This is an optimization exercise on Yosys and OpenROAD, whose aim is small area, not a production implementation. In this exercise RTL edits were held to simulation tests only and were not proved equivalent to the original. Power and IR drop assume default switching activity.

==> flow/design.v <==
module FPGA_ScoreBoard_TOP(
	input CLK_50MHZ,
	input BTN_WEST,
	input RS232_DCE_RXD,
	output RS232_DCE_TXD,
	output [21:0] NF_A,
	input [7:0] NF_D_I,
	output [7:0] NF_D_O,
	output NF_D_OE,
	output NF_CE, NF_BYTE, NF_OE,
	output reg NF_RP,
	output NF_WE, NF_WP
);
wire clk = CLK_50MHZ;
wire rst = BTN_WEST;
reg [1:0] bc;                  
reg [11:0] acc;
reg tick_rx, tick_tx;
reg [3:0] tdiv;                
wire [12:0] acc_sum = {1'b0, acc} + 13'd151;
always @(posedge clk)
	if (rst) begin acc <= 0; tick_rx <= 0; end
	else begin acc <= acc_sum[11:0]; tick_rx <= ~acc[11] & acc_sum[11]; end
always @(posedge clk)
	if (rst) begin tdiv <= 0; tick_tx <= 0; end
	else begin
		tick_tx <= tick_rx & (tdiv == 4'd7);
		if (tick_rx) tdiv <= tdiv + 1'b1;
	end
reg mdone;
wire mrst = ~mdone;
always @(posedge clk)
	if (rst) mdone <= 0;
	else if (acc == 12'd1943) mdone <= 1;
always @(posedge clk) NF_RP <= rst;
reg rx_s1, rx_s2, rx_m;
reg r2, r3;
reg [7:0] rc;
reg [7:0] rxdata;              
wire maj = (r3 & r2) | (r3 & rx_s2) | (r2 & rx_s2);
wire rx_idle = (rc == 8'd255);
wire bytedone = ~mrst & tick_rx & (rc == 8'd0);
wire rx_shift = ~mrst & tick_rx & ~rx_idle & (rc[3:0] == 4'd4);
always @(posedge clk)
	if (tick_rx) begin rx_s1 <= RS232_DCE_RXD; rx_s2 <= rx_s1; rx_m <= rx_s2; end
always @(posedge clk)
	if (mrst) rc <= 8'd255;
	else if (tick_rx) begin
		if (rx_idle) begin if (rx_m & ~rx_s2) rc <= 8'd143; end
		else begin
			rc <= rc - 1'b1;
			if (rc[3:0] == 4'd11) r3 <= rx_s2;
			if (rc[3:0] == 4'd8) r2 <= rx_s2;
		end
	end
always @(posedge clk)
	if (rx_shift & bc != 2'd2) rxdata <= {maj, rxdata[7:1]};
reg [4:0] ps;
reg cmd_q;
reg [7:0] R;                   
reg [3:0] ts;
wire tx_wait = (ts == 4'd12) | (ts == 4'd13);
wire pickup = tick_tx & tx_wait;
always @(posedge clk)
	if (rst) ps <= (ps == 5'd11) ? 5'd12 : (ps >= 5'd13 & ps <= 5'd22) ? 5'd31 : 5'd0;
	else if (bytedone) ps <= 5'd1;
	else if (ps == 5'd0) ps <= 5'd0;
	else if (ps <= 5'd3) begin if (tick_rx) ps <= ps + 1'b1; end
	else if (ps == 5'd7 & bc != 2'd2) ps <= 5'd0;
	else if (ps == 5'd29) ps <= 5'd30;
	else if (ps == 5'd30) begin if (mrst | pickup) ps <= 5'd0; end
	else if (ps == 5'd31) ps <= 5'd0;
	else ps <= ps + 1'b1;
always @(posedge clk)
	if (rst) bc <= 0;
	else if (ps == 5'd7) bc <= (bc == 2'd2) ? 2'd0 : bc + 1'b1;
always @(posedge clk)
	if (rst) begin if (ps == 5'd11) cmd_q <= 0; end
	else if (ps == 5'd7 & bc == 2'd0) cmd_q <= rxdata[0];
wire act = (ps >= 5'd14 & ps <= 5'd23) | (ps == 5'd31);
always @(posedge clk)
	if (mrst) ts <= 4'd11;
	else if (tick_tx) begin
		if (tx_wait) ts <= (ps == 5'd30) ? 4'd15 : 4'd12;
		else if (ts == 4'd15) ts <= 4'd0;
		else if (ts == 4'd9) ts <= 4'd13;
		else if (ts == 4'd11) ts <= 4'd12;
		else ts <= ts + 1'b1;
	end
assign RS232_DCE_TXD = (ts == 4'd0) ? 1'b0 : (ts == 4'd11 | ts == 4'd12 | ts == 4'd15) ? 1'b1 : ~R[0];
always @(posedge clk)
	if (ps == 5'd23 & cmd_q) R <= NF_D_I;
	else if ((rx_shift & bc == 2'd2) | (~mrst & tick_tx & ts >= 4'd1 & ts <= 4'd7)) R <= {maj, R[7:1]};
assign NF_A[21:8] = 14'd0;
assign NF_A[7:0] = rxdata;
assign NF_D_O = R;
assign NF_CE = ~act;
assign NF_OE = ~(act & cmd_q);
assign NF_WE = ~(act & ~cmd_q);
assign NF_D_OE = act & ~cmd_q;
assign NF_BYTE = 1'b0;
assign NF_WP = 1'b0;
endmodule
==> flow/config.mk <==
export PLATFORM = sky130hd
export DESIGN_NAME = FPGA_ScoreBoard_TOP
export DESIGN_NICKNAME = FPGA_ScoreBoard_TOP
export VERILOG_FILES = /design/flow/design.v
export SDC_FILE = /design/flow/constraint.sdc
export NUM_CORES = 4
export LEC_CHECK = 0
export CAP_MARGIN = 20
export CORE_MARGIN = 2
export CORE_UTILIZATION = 40
export SLEW_MARGIN = 20
==> flow/constraint.sdc <==
create_clock -name core_clock -period 20.0 [get_ports {CLK_50MHZ}]
set_input_delay 4.0000 -clock core_clock [delete_from_list [all_inputs] [get_ports {CLK_50MHZ}]]
set_output_delay 4.0000 -clock core_clock [all_outputs]
set_load 0.01 [all_outputs]
standard.sh (not shown) runs the stock make flow with config.mk's settings and CLKGATE_MAP_FILE= SYNTH_SCRIPT=/design/flow/synth_recipe.tcl, a recipe that flattens the netlist after the stock synthesis.
==> flow/flow/run.sh <==
#!/bin/bash
# Layout flow: the standard flow (standard.sh) with three synthesis/placement settings changed:
#  - adders are left to ABC instead of being mapped to half/full-adder cells (ADDER_MAP_FILE empty),
#  - ABC maps with Yosys's default area-oriented script instead of ORFS's speed script,
#  - ports are buffered with sky130_fd_sc_hd__buf_1.
# The synthesis script is synth_recipe.tcl with only its source line pointed at the edited copy of
# ORFS's synth.tcl, so synth still runs with -nofsm -noshare and the netlist is flattened and
# renamed as synth_recipe.tcl does. Each tool's output goes to the logs ORFS writes under orfs/logs;
# make's own output goes to flow_make.log.
set -euo pipefail
W=$(pwd)
sed 's|log_cmd abc {\*}\$abc_args|abc {*}[lrange $abc_args 2 end-2]|' \
  "$FLOW_HOME/scripts/synth.tcl" > "$W/flow_synth.tcl"
grep -q 'abc {\*}\[lrange \$abc_args 2 end-2\]' "$W/flow_synth.tcl"
sed "s|source \$::env(SCRIPTS_DIR)/synth.tcl|source $W/flow_synth.tcl|" \
  "$W/synth_recipe.tcl" > "$W/flow_synth_recipe.tcl"
grep -q "source $W/flow_synth.tcl" "$W/flow_synth_recipe.tcl"
sed "s|SYNTH_SCRIPT=[^ ]*|SYNTH_SCRIPT=$W/flow_synth_recipe.tcl|" "$W/standard.sh" > "$W/flow_standard.sh"
grep -q "SYNTH_SCRIPT=$W/flow_synth_recipe.tcl" "$W/flow_standard.sh"
bash "$W/flow_standard.sh" ADDER_MAP_FILE= "BUFFER_PORTS_ARGS=-buffer_cell sky130_fd_sc_hd__buf_1" finish \
  "CTS_ARGS=-sink_clustering_enable -repair_clock_nets -dont_use_dummy_load -buf_list sky130_fd_sc_hd__clkbuf_16 -sink_clustering_size 64" > "$W/flow_make.log" 2>&1
==> next run, changes <==
==> flow/run.sh (new file) <==
#!/bin/bash
# synth_recipe.tcl (not shown) runs the flow's synth.tcl, then flattens the netlist and writes it again
# the make line also repeats each setting of config.mk as NAME=value (left out here)
make -C /OpenROAD-flow-scripts/flow DESIGN_CONFIG=/design/flow/config.mk WORK_HOME=/design/flow/orfs CLKGATE_MAP_FILE= SYNTH_SCRIPT=/design/flow/synth_recipe.tcl finish
CTS_BUF_LIST = sky130_fd_sc_hd__clkbuf_4   (was unset)
CTS_CLUSTER_SIZE = 30   (was unset)
removed: flow/flow/run.sh
removed: flow/standard.sh
Result: Area after synthesis increases by about 18%; setup slack gets worse by 1.1 ns; global-route usage increases by 1.5 points; combinational power increases by 88%; hold slack gets better by 0.017 ns; synthesized cell count increases by about 20%; maximum frequency decreases by about 16%.
==> next run, changes <==
==> flow/flow/run.sh (new file) <==
#!/bin/bash
# Layout flow: the standard flow (standard.sh) with three synthesis/placement settings changed:
#  - adders are left to ABC instead of being mapped to half/full-adder cells (ADDER_MAP_FILE empty),
#  - ABC maps with Yosys's default area-oriented script instead of ORFS's speed script,
#  - ports are buffered with sky130_fd_sc_hd__buf_1.
# The synthesis script is synth_recipe.tcl with only its source line pointed at the edited copy of
# ORFS's synth.tcl, so synth still runs with -nofsm -noshare and the netlist is flattened and
# renamed as synth_recipe.tcl does. Each tool's output goes to the logs ORFS writes under orfs/logs;
# make's own output goes to flow_make.log.
set -euo pipefail
W=$(pwd)
sed 's|log_cmd abc {\*}\$abc_args|abc {*}[lrange $abc_args 2 end-2]|' \
  "$FLOW_HOME/scripts/synth.tcl" > "$W/flow_synth.tcl"
grep -q 'abc {\*}\[lrange \$abc_args 2 end-2\]' "$W/flow_synth.tcl"
sed "s|source \$::env(SCRIPTS_DIR)/synth.tcl|source $W/flow_synth.tcl|" \
  "$W/synth_recipe.tcl" > "$W/flow_synth_recipe.tcl"
grep -q "source $W/flow_synth.tcl" "$W/flow_synth_recipe.tcl"
sed "s|SYNTH_SCRIPT=[^ ]*|SYNTH_SCRIPT=$W/flow_synth_recipe.tcl|" "$W/standard.sh" > "$W/flow_standard.sh"
grep -q "SYNTH_SCRIPT=$W/flow_synth_recipe.tcl" "$W/flow_standard.sh"
bash "$W/flow_standard.sh" ADDER_MAP_FILE= "BUFFER_PORTS_ARGS=-buffer_cell sky130_fd_sc_hd__buf_1" finish \
  > "$W/flow_make.log" 2>&1
==> flow/standard.sh (new file) <==
#!/bin/bash
# synth_recipe.tcl (not shown) runs the flow's synth.tcl, then flattens the netlist and writes it again
# the make line also repeats each setting of config.mk as NAME=value (left out here)
make -C /OpenROAD-flow-scripts/flow DESIGN_CONFIG=/design/flow/config.mk WORK_HOME=/design/flow/orfs CLKGATE_MAP_FILE= SYNTH_SCRIPT=/design/flow/synth_recipe.tcl "${@:-finish}"
CTS_BUF_LIST = unset   (was sky130_fd_sc_hd__clkbuf_4)
CTS_CLUSTER_SIZE = unset   (was 30)
removed: flow/run.sh
The changed run completed with no timing, DRC or antenna violations.
Combinational power came out lower by about 47%.
Total power shrinks by 5.5%.
Worst setup slack improved by 1.0 ns.
Non-clock buffer count decreases by 2.
Via count came out lower by 20%.
==> next run, changes <==
==> flow/run.sh (new file) <==
#!/bin/bash
# synth_recipe.tcl (not shown) runs the flow's synth.tcl, then flattens the netlist and writes it again
# the make line also repeats each setting of config.mk as NAME=value (left out here)
make -C /OpenROAD-flow-scripts/flow DESIGN_CONFIG=/design/flow/config.mk WORK_HOME=/design/flow/orfs CLKGATE_MAP_FILE= SYNTH_SCRIPT=/design/flow/synth_recipe.tcl finish
ABC_AREA = 1   (was unset)
CTS_BUF_LIST = sky130_fd_sc_hd__clkbuf_4   (was unset)
CTS_CLUSTER_SIZE = 20   (was unset)
removed: flow/flow/run.sh
removed: flow/standard.sh
Result:
- The new run finished clean
- setup slack got worse by 0.64 ns
- power rises by 14%
- worst hold slack is better by 0.021 ns

[static timing again, ports no longer ideal]
No port has a modelled driver above. Below, the same layouts with a new extraction and two added sets of constraints.
Step 1 (the two cells are an assumption about what drives the block):
set clk [get_ports {CLK_50MHZ}]
set_driving_cell -lib_cell sky130_fd_sc_hd__clkbuf_16 $clk
set_driving_cell -lib_cell sky130_fd_sc_hd__buf_2 [delete_from_list [all_inputs] $clk]
Step 2, shift: input delay + t, output delay - t, t = (earliest + latest rising clock arrival at the registers) / 2. This alone moves slack from input paths to output paths.
Slacks: no drivers / after step 1 / after step 2; pairs: no drivers / after step 1.
| run | t (ns) | setup slack, ns | hold slack, ns |
|---|---|---|---|
| the first run | 0.343 | 14.386 / 14.355 / 14.698 | 0.416 / 0.416 / 0.416 |
| the second run | 0.417 | 13.330 / 13.301 / 13.718 | 0.433 / 0.433 / 0.433 |
| the third run | 0.352 | 14.361 / 14.332 / 14.684 | 0.421 / 0.421 / 0.421 |
| the fourth run | 0.410 | 13.721 / 13.693 / 14.071 | 0.442 / 0.442 / 0.442 |
After both steps every run listed still meets setup and hold.
